Background: an optimization exercise with open tools, aiming at small area, a short achievable clock period and few clock cycles. Do not read the settings as production practice.
Function was checked by simulation only, so behaviour that the tests miss may differ from the original.
Power figures rest on the tool's default switching activity, not on a simulated workload.

`config.mk`:
```
export PLATFORM = sky130hd
export DESIGN_NAME = huffman
export DESIGN_NICKNAME = huffman
export VERILOG_FILES = /design/flow/design.v
export SDC_FILE = /design/flow/constraint.sdc
export NUM_CORES = 4
export LEC_CHECK = 0
export CAP_MARGIN = 20
export CORE_MARGIN = 2
export CORE_UTILIZATION = 40
export PLACE_DENSITY = 0.6
export SLEW_MARGIN = 20
```
`constraint.sdc`:
```
create_clock -name core_clock -period 4.5 [get_ports {clk}]
set_input_delay 0.9000 -clock core_clock [delete_from_list [all_inputs] [get_ports {clk}]]
set_output_delay 0.9000 -clock core_clock [all_outputs]
set_load 0.01 [all_outputs]
```
`design.v`:
```
module huffman(clk, reset, gray_valid, CNT_valid,  gray_data, CNT1, CNT2, CNT3, CNT4, CNT5, CNT6,
    code_valid, HC1, HC2, HC3, HC4, HC5, HC6, M1, M2, M3, M4, M5, M6);
input clk;
input reset;
input gray_valid;
input [7:0] gray_data;
output reg CNT_valid;
output reg [7:0] CNT1, CNT2, CNT3, CNT4, CNT5, CNT6;
output reg code_valid;
output reg [7:0] HC1, HC2, HC3, HC4, HC5, HC6;
output reg [7:0] M1, M2, M3, M4, M5, M6;
reg [7:0] SET[0:5];
reg [5:0] SET_flag[0:5];
reg [2:0] num;
reg [2:0] times;
reg [2:0] count;
reg [6:0] amount; 
reg [2:0] endpoint;
reg [2:0] bitpos[0:5];
reg [2:0] state;
reg [2:0] nextstate;
parameter Initialization = 3'd0;
parameter OutputCNT = 3'd1;
parameter Sort = 3'd2;
parameter Encode = 3'd3;
parameter FinalStage = 3'd4;
parameter Finish = 3'd5;
always@(posedge clk) begin
	if(reset) state <= Initialization;
	else state <= nextstate;
end
always@(*) begin
	case(state)
		Initialization: begin
			if(amount==7'd100) nextstate = OutputCNT;
			else nextstate = Initialization;
		end
		OutputCNT: nextstate = Sort;
		Sort: begin
			if(times==3'd7) nextstate = Encode;
			else nextstate = Sort;
		end
		Encode: begin
			if(endpoint==3'd1) nextstate = FinalStage;
			else nextstate = Sort;
		end
		FinalStage: nextstate = Finish;
		default: nextstate = Finish;
	endcase
end
always@(posedge clk) begin
	if(reset) begin
		CNT1 <= 8'd0;
		CNT2 <= 8'd0;
		CNT3 <= 8'd0;
		CNT4 <= 8'd0;
		CNT5 <= 8'd0;
		CNT6 <= 8'd0;
		CNT_valid <= 0;
		amount <= 7'd0;
		count <= 3'd0;
		num <= 3'd0;
		times <= 3'd0;
		SET[0] <= 8'd0;
		SET[1] <= 8'd0;
		SET[2] <= 8'd0;
		SET[3] <= 8'd0;
		SET[4] <= 8'd0;
		SET[5] <= 8'd0;
		SET_flag[0] <= 6'b000001;
		SET_flag[1] <= 6'b000010;
		SET_flag[2] <= 6'b000100;
		SET_flag[3] <= 6'b001000;
		SET_flag[4] <= 6'b010000;
		SET_flag[5] <= 6'b100000;
		endpoint <= 3'd5;
		HC1 <= 8'd0;
		HC2 <= 8'd0;
		HC3 <= 8'd0;
		HC4 <= 8'd0;
		HC5 <= 8'd0;
		HC6 <= 8'd0;
		M1 <= 8'd0;
		M2 <= 8'd0;
		M3 <= 8'd0;
		M4 <= 8'd0;
		M5 <= 8'd0;
		M6 <= 8'd0;
		bitpos[0] <= 3'd0;
		bitpos[1] <= 3'd0;
		bitpos[2] <= 3'd0;
		bitpos[3] <= 3'd0;
		bitpos[4] <= 3'd0;
		bitpos[5] <= 3'd0;
		code_valid <= 0;
	end
	else begin
		case(state)
			Initialization: begin
				if(gray_valid) begin
					case(gray_data)
						8'h01: CNT1 <= CNT1 + 8'd1;
						8'h02: CNT2 <= CNT2 + 8'd1;
						8'h03: CNT3 <= CNT3 + 8'd1;
						8'h04: CNT4 <= CNT4 + 8'd1;
						8'h05: CNT5 <= CNT5 + 8'd1;
						8'h06: CNT6 <= CNT6 + 8'd1;
					endcase
					amount <= amount + 7'd1;
				end
			end
			OutputCNT: begin
				count <= 3'd0;
				num <= 3'd1;
				times <= 3'd2;
				CNT_valid <= 1;
				SET[0] <= CNT1;
				SET[1] <= CNT2;
				SET[2] <= CNT3;
				SET[3] <= CNT4;
				SET[4] <= CNT5;
				SET[5] <= CNT6;			
			end
			Sort: begin
				CNT_valid <= 0;
				if(times!=7) begin
					if(SET[num] > SET[count]) begin
						SET[num] <= SET[count];
						SET[count] <= SET[num];
						SET_flag[num] <= SET_flag[count];
						SET_flag[count] <= SET_flag[num];
						if(count!=0) num <= num - 3'd1;
					end
					if(count==3'd0) begin
						num <= times;
						times <= times + 3'd1;
						count <= times - 3'd1;
					end
					else begin
						count <= count - 3'd1;
					end
				end
			end
			Encode: begin
				endpoint <= endpoint - 3'd1;
				if(SET_flag[endpoint][0]) begin
					M1[bitpos[0]] <= 1;
					HC1[bitpos[0]] <= 1;
					bitpos[0] <= bitpos[0] + 3'd1;
				end
				if(SET_flag[endpoint][1]) begin
					M2[bitpos[1]] <= 1;
					HC2[bitpos[1]] <= 1;
					bitpos[1] <= bitpos[1] + 3'd1;
				end
				if(SET_flag[endpoint][2]) begin
					M3[bitpos[2]] <= 1;
					HC3[bitpos[2]] <= 1;
					bitpos[2] <= bitpos[2] + 3'd1;
				end
				if(SET_flag[endpoint][3]) begin
					M4[bitpos[3]] <= 1;
					HC4[bitpos[3]] <= 1;
					bitpos[3] <= bitpos[3] + 3'd1;
				end
				if(SET_flag[endpoint][4]) begin
					M5[bitpos[4]] <= 1;
					HC5[bitpos[4]] <= 1;
					bitpos[4] <= bitpos[4] + 3'd1;
				end
				if(SET_flag[endpoint][5]) begin
					M6[bitpos[5]] <= 1;
					HC6[bitpos[5]] <= 1;
					bitpos[5] <= bitpos[5] + 3'd1;
				end
				if(SET_flag[endpoint-3'd1][0]) begin
					M1[bitpos[0]] <= 1;
					HC1[bitpos[0]] <= 0;
					bitpos[0] <= bitpos[0] + 3'd1;
				end
				if(SET_flag[endpoint-3'd1][1]) begin
					M2[bitpos[1]] <= 1;
					HC2[bitpos[1]] <= 0;
					bitpos[1] <= bitpos[1] + 3'd1;
				end
				if(SET_flag[endpoint-3'd1][2]) begin
					M3[bitpos[2]] <= 1;
					HC3[bitpos[2]] <= 0;
					bitpos[2] <= bitpos[2] + 3'd1;
				end
				if(SET_flag[endpoint-3'd1][3]) begin
					M4[bitpos[3]] <= 1;
					HC4[bitpos[3]] <= 0;
					bitpos[3] <= bitpos[3] + 3'd1;
				end
				if(SET_flag[endpoint-3'd1][4]) begin
					M5[bitpos[4]] <= 1;
					HC5[bitpos[4]] <= 0;
					bitpos[4] <= bitpos[4] + 3'd1;
				end
				if(SET_flag[endpoint-3'd1][5]) begin
					M6[bitpos[5]] <= 1;
					HC6[bitpos[5]] <= 0;
					bitpos[5] <= bitpos[5] + 3'd1;
				end
				SET[endpoint] <= 8'd0;
				SET_flag[endpoint] <= 6'b000000;
				SET[endpoint-3'd1] <= SET[endpoint] + SET[endpoint-3'd1];
				SET_flag[endpoint-3'd1] <= SET_flag[endpoint] | SET_flag[endpoint-3'd1];
				count <= 3'd0;
				num <= 3'd1;
				times <= 3'd2;
			end
			FinalStage: code_valid <= 1;
			Finish: code_valid <= 0;
		endcase
	end
end
endmodule
```
`run.sh`:
```
#!/bin/bash
# synth_recipe.tcl (not shown) runs the flow's synth.tcl, then flattens the netlist and writes it again
# the make line also repeats each setting of config.mk as NAME=value (left out here)
make -C /OpenROAD-flow-scripts/flow DESIGN_CONFIG=/design/flow/config.mk WORK_HOME=/design/flow/orfs CLKGATE_MAP_FILE= SYNTH_SCRIPT=/design/flow/synth_recipe.tcl finish
```
==> out/qor.yml <==
grt:
  grt_usage: 0.239
  antenna_found_initial: 0
  grt_pass1_vias: 14500
  grt_max_degree: 92
  grt_pass1_wl_um: 86100
  grt-ovfl-total: 0
sta:
  drv_slew: 0
  hold_ws_ns: 0.461
  max_freq_mhz: 235
  worst_pin_slew_ns: 1.24
  hold_viol: 0
  setup_viol: 0
  period_share: 0.944
  period_needed_ns: 4.25
  worst_slack_ns: 0.252
  fin_setup_tns_ns: 0
  finClkSkew_ns: 0.0183
  rsz0062_at_grt: "no"
  relSlewSlack: 0.169
floorplan:
  io_pins: 157
  core-area_mm2: 0.0441
  die-area_mm2: 0.0464
  fp.dieW_um: 215
  start_util: 0.405
  dieHeight_um: 215
  rows: 77
critical_path:
  crit_required_ns: 4.73
  timing.rr.end: "SET[6][3]"
  worst_ep_arrival_time_ns: 4.48
  worst-r2r-cell-count: 11
  path_class: "flop to flop"
  critPathCaptureType: "flop"
  crit_fanout: 28
  start_kind: "flop"
  rrSetupSlack_ns: 0.25
synthesis:
  yosys-top-cells-area: "dfxtp_1 22%, edfxtp_1 19%, mux4_2 14%"
  netlist_area_mm2: 0.0179
  synth_seq_area_share: 0.406
  yosys.area.top_type: "dfxtp_1"
  async_reset_ff_frac: 0
  ys.flop_type: "dfxtp_1"
  synthMostInstantiatedCell: "nor2_1"
  syn_nets: 1821
  ys_warn_count: 2
  synth_seq_cells: 307
  syn_inst: 1754
  synth_edf_count: 112
  ys_types: 71
  yosys-top-cells-count: "224 x nor2_1, 195 x dfxtp_1, 172 x a21oi_1"
  avgSynthCellArea_um2: 10.2
  synth_top_area_frac: 0.218
finish:
  n_fill_cell: 4100
  n_antenna_cell: 0
  area_growth_pct: 20.0
  final_util: 0.487
  drive_gt1_frac: 0.150
  nNetsFinal: 1951
placed_design:
  routabilityCongestion: 0.969
  port_buffers: 156
  pre_cts_ws_ns: 0.273
  dp_hpwl_um: 40900
route:
  drt-total-wl_um: 55800
  drc: 0
  wl_per_cell_um: 22.3
  vias: 14900
  postRouteAntennaNets: 0
  firstDrtPassIters: 5
  drt_iter0_drc: 1803
  viasPerCell: 5.94
clocking:
  cts_tree: "yes"
  cts_root_buf: "clkbuf_16"
  holdBufCountCts: 0
  cts_buffer_depth: 3
  clkLatencyLatePin_ns: 0.57
  cts.sinks: 307
  cts_buffers: 38
  post-cts-setup-buffers: 0
  path_clk_slew_ns: 0.06
  h-tree-depth: 2
power_and_ir_drop:
  vdd_drop_max_mv: 0.267
  power_density_mw_per_mm2: 296
  leakagePower_nw: 7.64
hold_path:
  hold_path_startpoint: "M3[7]"
  hold_class: "flop to flop"
  holdPathStages: 2
  min_to: "M3[7]"
run_status:
  status: "finished clean"
run:
  cap_violations: 0
-- cell usage in the layout (no fill, tap or decap), types with 8 or more instances in the layout --
cell and count:
clkbuf_16 39, buf_4 58, inv_1 38, and2_1 25, nor3_1 22, a32oi_1 13
a211oi_1 49, a31oi_1 34, o31ai_1 23, a22oi_1 13, and3_1 12, nand3_1 35
clkdlybuf4s50_1 155, nand2b_1 9, nor2_1 224, xor2_1 38, nand4_1 16, nand3b_1 9
nor2b_1 14, o21ai_0 36, ha_1 55, a21oi_1 172, mux4_2 112, a221oi_1 21
edfxtp_1 112, nand2_1 126, mux2_2 26, dfxtp_1 191, mux2i_1 53, or3_1 16
clkbuf_1 8, xnor2_1 31
-- metal layers --
metal  global-route usage  part of all wire  vias to the layer above
met5                    0                 0                        -
met2                0.366              0.44                      774
met3               0.0595              0.10                      128
li1                     -                 -                     6861
met1                0.328              0.42                     7127
met4               0.0841             0.033                        0
-- worst max path at each step --
stage                 to  slack [ns]  startpoint
2_1_floorplan  SET[7][0]        0.21        flop
3_3_place_gp   SET[6][3]        0.40        flop
3_5_place_dp   SET[6][3]        0.27        flop
4_1_cts        SET[6][3]        0.26        flop
5_1_grt        SET[3][0]        0.05        flop
6_report       SET[6][3]        0.25        flop
-- stage by stage --
stage	cell area (um2)	power, W	std cells
global route	21500	0.00654	2506
CTS	21500	0.00640	2506
finish	21500	0.00634	2506
detailed placement	20200	0.00322	2436
floorplan	17900	0.00313	1754
global placement	20200	0.00322	2436
-- what timing repair did --
item,CTS,global route
hold endpoints to repair,0,0
gates resized for setup,0,3
endpoints found under the setup margin,0,32
-- sequential cells by signal, summed over array words and instances (netlist names), 7 cells and up, named ones only --
name / flops
HC4: 8
M2: 8
amount: 7
CNT1: 8
HC5: 8
CNT6: 8
M3: 8
CNT4: 8
SET: 64
M4: 8
bitpos: 18
M6: 8
HC2: 8
CNT3: 8
HC3: 8
HC1: 8
CNT2: 8
HC6: 8
CNT5: 8
SET_flag: 48
M1: 8
M5: 8
-- critical path, cell delays in order (launching register included) --
cell	delay [ns]
dfxtp_2	0.35
buf_12	0.25
mux4_2	0.54
mux2i_1	0.24
inv_1	0.07
ha_1	0.31
and4_1	0.24
nand2b_1	0.11
nand3_1	0.38
and3_1	0.37
or4_4	0.68
nand2_1	0.34
-- logic make-up (layout without fill, tap and decap cells) --
| logic type | count (synthesis) | in the layout | synth area share |
|---|---|---|---|
| XOR/XNOR | 70 | 70 | 0.0343 |
| buffers and inverters | 163 | 323 | 0.0370 |
| flip-flops | 307 | 307 | 0.406 |
| AO/OA/AOI/OAI | 412 | 412 | 0.147 |
| adder cells (fa/ha/maj) | 56 | 56 | 0.0396 |
| multiplexers | 197 | 197 | 0.191 |
| AND/OR/NAND/NOR | 549 | 549 | 0.145 |
-- power breakdown --
group | internal [W] | switching [W]
logic | 0.0000947 | 0.000141
registers | 0.00290 | 0.0000380
clock network | 0.00190 | 0.00128
-- cell type report --
type / instances / area (um2) / share of cell area
clock buffers: 50 / 1050 / 0.0488
clock inverters: 20 / 254 / 0.0118
inverters: 38 / 143 / 0.00664
multi-input cells: 1284 / 9990 / 0.465
flip-flops and latches: 307 / 7270 / 0.339
well taps: 592 / 741 / 0.0345
repair buffers: 215 / 2020 / 0.0940
Testbench counts, summed over its fixed seeds: cycles 60,480.

==> re-timing with driven ports <==
The flow's constraints put no driver on any port. The routed layout listed below was extracted and timed again, unchanged, in two steps.
Step 1 (the two cells are an assumption about what drives the block):
set clk [get_ports {clk}]
set_driving_cell -lib_cell sky130_fd_sc_hd__clkbuf_16 $clk
set_driving_cell -lib_cell sky130_fd_sc_hd__buf_2 [delete_from_list [all_inputs] $clk]
Step 2 adds t to the input delays and takes it off the output delays; t is the mean of the earliest and latest rising clock arrival at the registers after step 1. Input paths then give back, and output paths get back, about the clock's delay inside the block.
Three values: ideal ports, drivers, drivers and shift; two values: the first two.
t (ns): 0.617
slack for setup (ns): 0.252 / 0.252 / 0.252
hold WS [ns]: 0.461 / 0.461 / 0.461
slew at the worst register clock pin (ns): 0.06 / 0.06
worst data-port slew with drivers (ns): 0.04
After both steps setup and hold are still met in this run. The setup slack of this run moves by 0.000 ns with the drivers and by 0.000 ns with both steps.
